What follows belongs to an exercise in optimizing a design on an open flow for small area, a short achievable clock period and few clock cycles; a production flow would make more cautious choices.
In this exercise RTL edits were held to simulation tests only and were not proved equivalent to the original.
No activity file was given, so power comes from the tool's default toggle rates.

v16:
## multiplier
module multiplier ( input  wire clk, start, is_signed,
                    input  wire [31:0] a, b,
                    output wire [63:0] s,
                    output reg  done
                   );
  reg  [32:0] ar;             
  wire [32:0] ar_d;
  reg  [33:0] sr, cr;         
  reg  [31:0] l;              
  reg         ci;             
  reg  [7:0] plx, ply;      
  reg  [3:0] e1, e2, en;     
  reg         corr;           
  reg  [2:0] st;
  reg         cl;             
  reg         f0;             
  reg  [31:0] hr;             
  wire fin = (st == 3'd4);
  wire sq1 = sr[0] & ~f0;
  wire cq2 = cr[0] & ~f0;
  wire sq3 = sr[1] & ~f0;
  wire cq4 = cr[1] & ~f0;
  wire sq5 = sr[2] & ~f0;
  wire cq6 = cr[2] & ~f0;
  wire sq7 = sr[3] & ~f0;
  wire cq8 = cr[3] & ~f0;
  wire sq9 = sr[4] & ~f0;
  wire cq10 = cr[4] & ~f0;
  wire sq11 = sr[5] & ~f0;
  wire cq12 = cr[5] & ~f0;
  wire sq13 = sr[6] & ~f0;
  wire cq14 = cr[6] & ~f0;
  wire sq15 = sr[7] & ~f0;
  wire cq16 = cr[7] & ~f0;
  wire sq17 = sr[8] & ~f0;
  wire cq18 = cr[8] & ~f0;
  wire sq19 = sr[9] & ~f0;
  wire cq20 = cr[9] & ~f0;
  wire sq21 = sr[10] & ~f0;
  wire cq22 = cr[10] & ~f0;
  wire sq23 = sr[11] & ~f0;
  wire cq24 = cr[11] & ~f0;
  wire sq25 = sr[12] & ~f0;
  wire cq26 = cr[12] & ~f0;
  wire sq27 = sr[13] & ~f0;
  wire cq28 = cr[13] & ~f0;
  wire sq29 = sr[14] & ~f0;
  wire cq30 = cr[14] & ~f0;
  wire sq31 = sr[15] & ~f0;
  wire cq32 = cr[15] & ~f0;
  wire sq33 = sr[16] & ~f0;
  wire cq34 = cr[16] & ~f0;
  wire sq35 = sr[17] & ~f0;
  wire cq36 = cr[17] & ~f0;
  wire sq37 = sr[18] & ~f0;
  wire cq38 = cr[18] & ~f0;
  wire sq39 = sr[19] & ~f0;
  wire cq40 = cr[19] & ~f0;
  wire sq41 = sr[20] & ~f0;
  wire cq42 = cr[20] & ~f0;
  wire sq43 = sr[21] & ~f0;
  ...
Settings: LEC_CHECK=0, CAP_MARGIN=20, CORE_MARGIN=2, CORE_UTILIZATION=50, SETUP_SLACK_MARGIN=3.5, SLEW_MARGIN=20, SYNTH_HIERARCHICAL=1; clock period 6.0 ns.
standard.sh (not shown) runs the stock make flow with config.mk's settings and CLKGATE_MAP_FILE= SYNTH_SCRIPT=/design/flow/synth_recipe.tcl, a recipe that flattens the netlist after the stock synthesis.
==> flow/flow/run.sh <==
#!/bin/bash
# The standard layout, with faster port buffers (buf_2 instead of the
# default delay-cell buffer) so register-to-port paths are not limited by them.
set -euo pipefail
bash standard.sh "BUFFER_PORTS_ARGS=-buffer_cell sky130_fd_sc_hd__buf_2" finish > standard_flow.log 2>&1
Testbench counts of v16, summed over its fixed seeds: cycles 9,600.
Edits applied to the flow inputs when going from v16 to v41:
# v16
export LEC_CHECK = 0
export CAP_MARGIN = 20
export CORE_MARGIN = 2
export CORE_UTILIZATION = 50
export SETUP_SLACK_MARGIN = 3.5
export SLEW_MARGIN = 20
export SYNTH_HIERARCHICAL = 1
create_clock -name core_clock -period 6.0 [get_ports {clk}]
# v41
export LEC_CHECK = 0
export CAP_MARGIN = 20
export CORE_MARGIN = 2
export CORE_UTILIZATION = 50
export SETUP_SLACK_MARGIN = 2.7
export SLEW_MARGIN = 20
export SYNTH_HIERARCHICAL = 1
create_clock -name core_clock -period 6.0 [get_ports {clk}]
Notes after the runs:
v41 against v16: part of the power in combinational logic went down; worst hold slack went down; core utilization went down; final total power went down.
The wire length of the first global-routing pass number comes out higher for v16 vs v41.
Changes in v17 relative to v41:
# v41
export LEC_CHECK = 0
export CAP_MARGIN = 20
export CORE_MARGIN = 2
export CORE_UTILIZATION = 50
export SETUP_SLACK_MARGIN = 2.7
export SLEW_MARGIN = 20
export SYNTH_HIERARCHICAL = 1
create_clock -name core_clock -period 6.0 [get_ports {clk}]
# v17
export LEC_CHECK = 0
export CAP_MARGIN = 20
export CORE_MARGIN = 2
export CORE_UTILIZATION = 50
export SETUP_SLACK_MARGIN = 3.3
export SLEW_MARGIN = 20
export SYNTH_HIERARCHICAL = 1
create_clock -name core_clock -period 6.0 [get_ports {clk}]
Findings:
Number of vias in the routed layout: higher on v17
Footprint of the flip-flops and latches on v17 is up relative to v41.
Re global placement routability congestion: v41 and v17 aren't equal, and the higher value belongs to v17.
After detailed routing, v41 needs less wire than v17.
| global-route wire length before repair | v17 vs v41 | worse |
Going from v41 to v17, met1 capacity usage during global routing grows by 1.1 points.
### v17 -> v54
# v17
export LEC_CHECK = 0
export CAP_MARGIN = 20
export CORE_MARGIN = 2
export CORE_UTILIZATION = 50
export SETUP_SLACK_MARGIN = 3.3
export SLEW_MARGIN = 20
export SYNTH_HIERARCHICAL = 1
create_clock -name core_clock -period 6.0 [get_ports {clk}]
# v54
export LEC_CHECK = 0
export CAP_MARGIN = 20
export CORE_MARGIN = 2
export CORE_UTILIZATION = 50
export SETUP_SLACK_MARGIN = 3.0
export SLEW_MARGIN = 20
export SYNTH_HIERARCHICAL = 1
create_clock -name core_clock -period 6.0 [get_ports {clk}]
Results
Capturing element of the worst setup path: cr[26] -> v54, cr[21] -> v17. [compare] base=v17 new=v54: area of the core region saw little to no change, clock share of power barely changed, share of the core filled with cells in the final layout now smaller. Summary of v54 over v17: final non-filler cell area shows a reduction of about 2%, fraction of layout cells with a size suffix above 1 has decreased, die boundary height has remained practically unchanged, global-route usage fell by 0.89 points, weighted congestion reported at the end of routability-driven placement went down 2.1%.

---

== P ==
multiplier again, from the RTL that the note above started with.
Settings: LEC_CHECK=0, CAP_MARGIN=20, CORE_MARGIN=2, CORE_UTILIZATION=40, SETUP_SLACK_MARGIN=3.6, SLEW_MARGIN=20, SYNTH_HIERARCHICAL=1; clock period 6.0 ns.
Scripts as last shown in full above: flow/flow/run.sh
P went all the way through synthesis, placement and routing and the layout is clean on timing, DRC and antenna.
Testbench counts of P, summed over its fixed seeds: cycles 9,600.
Modified inputs, Q compared to P
- SETUP_SLACK_MARGIN now 3.8, was 3.6
Notes after the runs:
Summary of Q over P: final critical-path setup slack went down; slew at the pin closest to its max-slew limit went down. Compared to P, Q reaches a lower achievable clock.

static timing again, ports no longer ideal:
No port has a modelled driver above. Below, the same layouts with a new extraction and two added sets of constraints.
Step 1 sets driving cells, clkbuf_16 on the clock port and buf_2 on the other inputs (assumed; they add their load-dependent delay and slew).
Step 2 adds t to the input delays and takes it off the output delays; t is the mean of the earliest and latest rising clock arrival at the registers after step 1. Input paths then give back, and output paths get back, about the clock's delay inside the block.
Slacks: ideal / step 1 / step 2; pairs: ideal / step 1.
| run | shift t [ns] | setup WS [ns] | hold slack, ns | clock arrival spread, ns |
|---|---|---|---|---|
| v16 | 0.509 | 3.494 / 3.489 / 3.167 | 0.541 / 0.541 / 0.541 | 0.014 / 0.014 |
| v41 | 0.514 | 2.890 / 2.890 / 2.890 | 0.533 / 0.533 / 0.533 | 0.013 / 0.013 |
| v17 | 0.516 | 3.402 / 3.402 / 3.005 | 0.571 / 0.571 / 0.571 | 0.015 / 0.015 |
| v54 | 0.510 | 3.207 / 3.207 / 2.870 | 0.554 / 0.554 / 0.554 | 0.011 / 0.011 |
| P | 0.525 | 3.476 / 3.476 / 3.177 | 0.542 / 0.542 / 0.542 | 0.010 / 0.010 |
| Q | 0.513 | 3.452 / 3.452 / 3.397 | 0.568 / 0.568 / 0.568 | 0.019 / 0.018 |
After both steps setup and hold are still met in every run listed. The setup slack of v17, which loses most, moves by 0.000 ns with the drivers and by -0.397 ns with both steps.
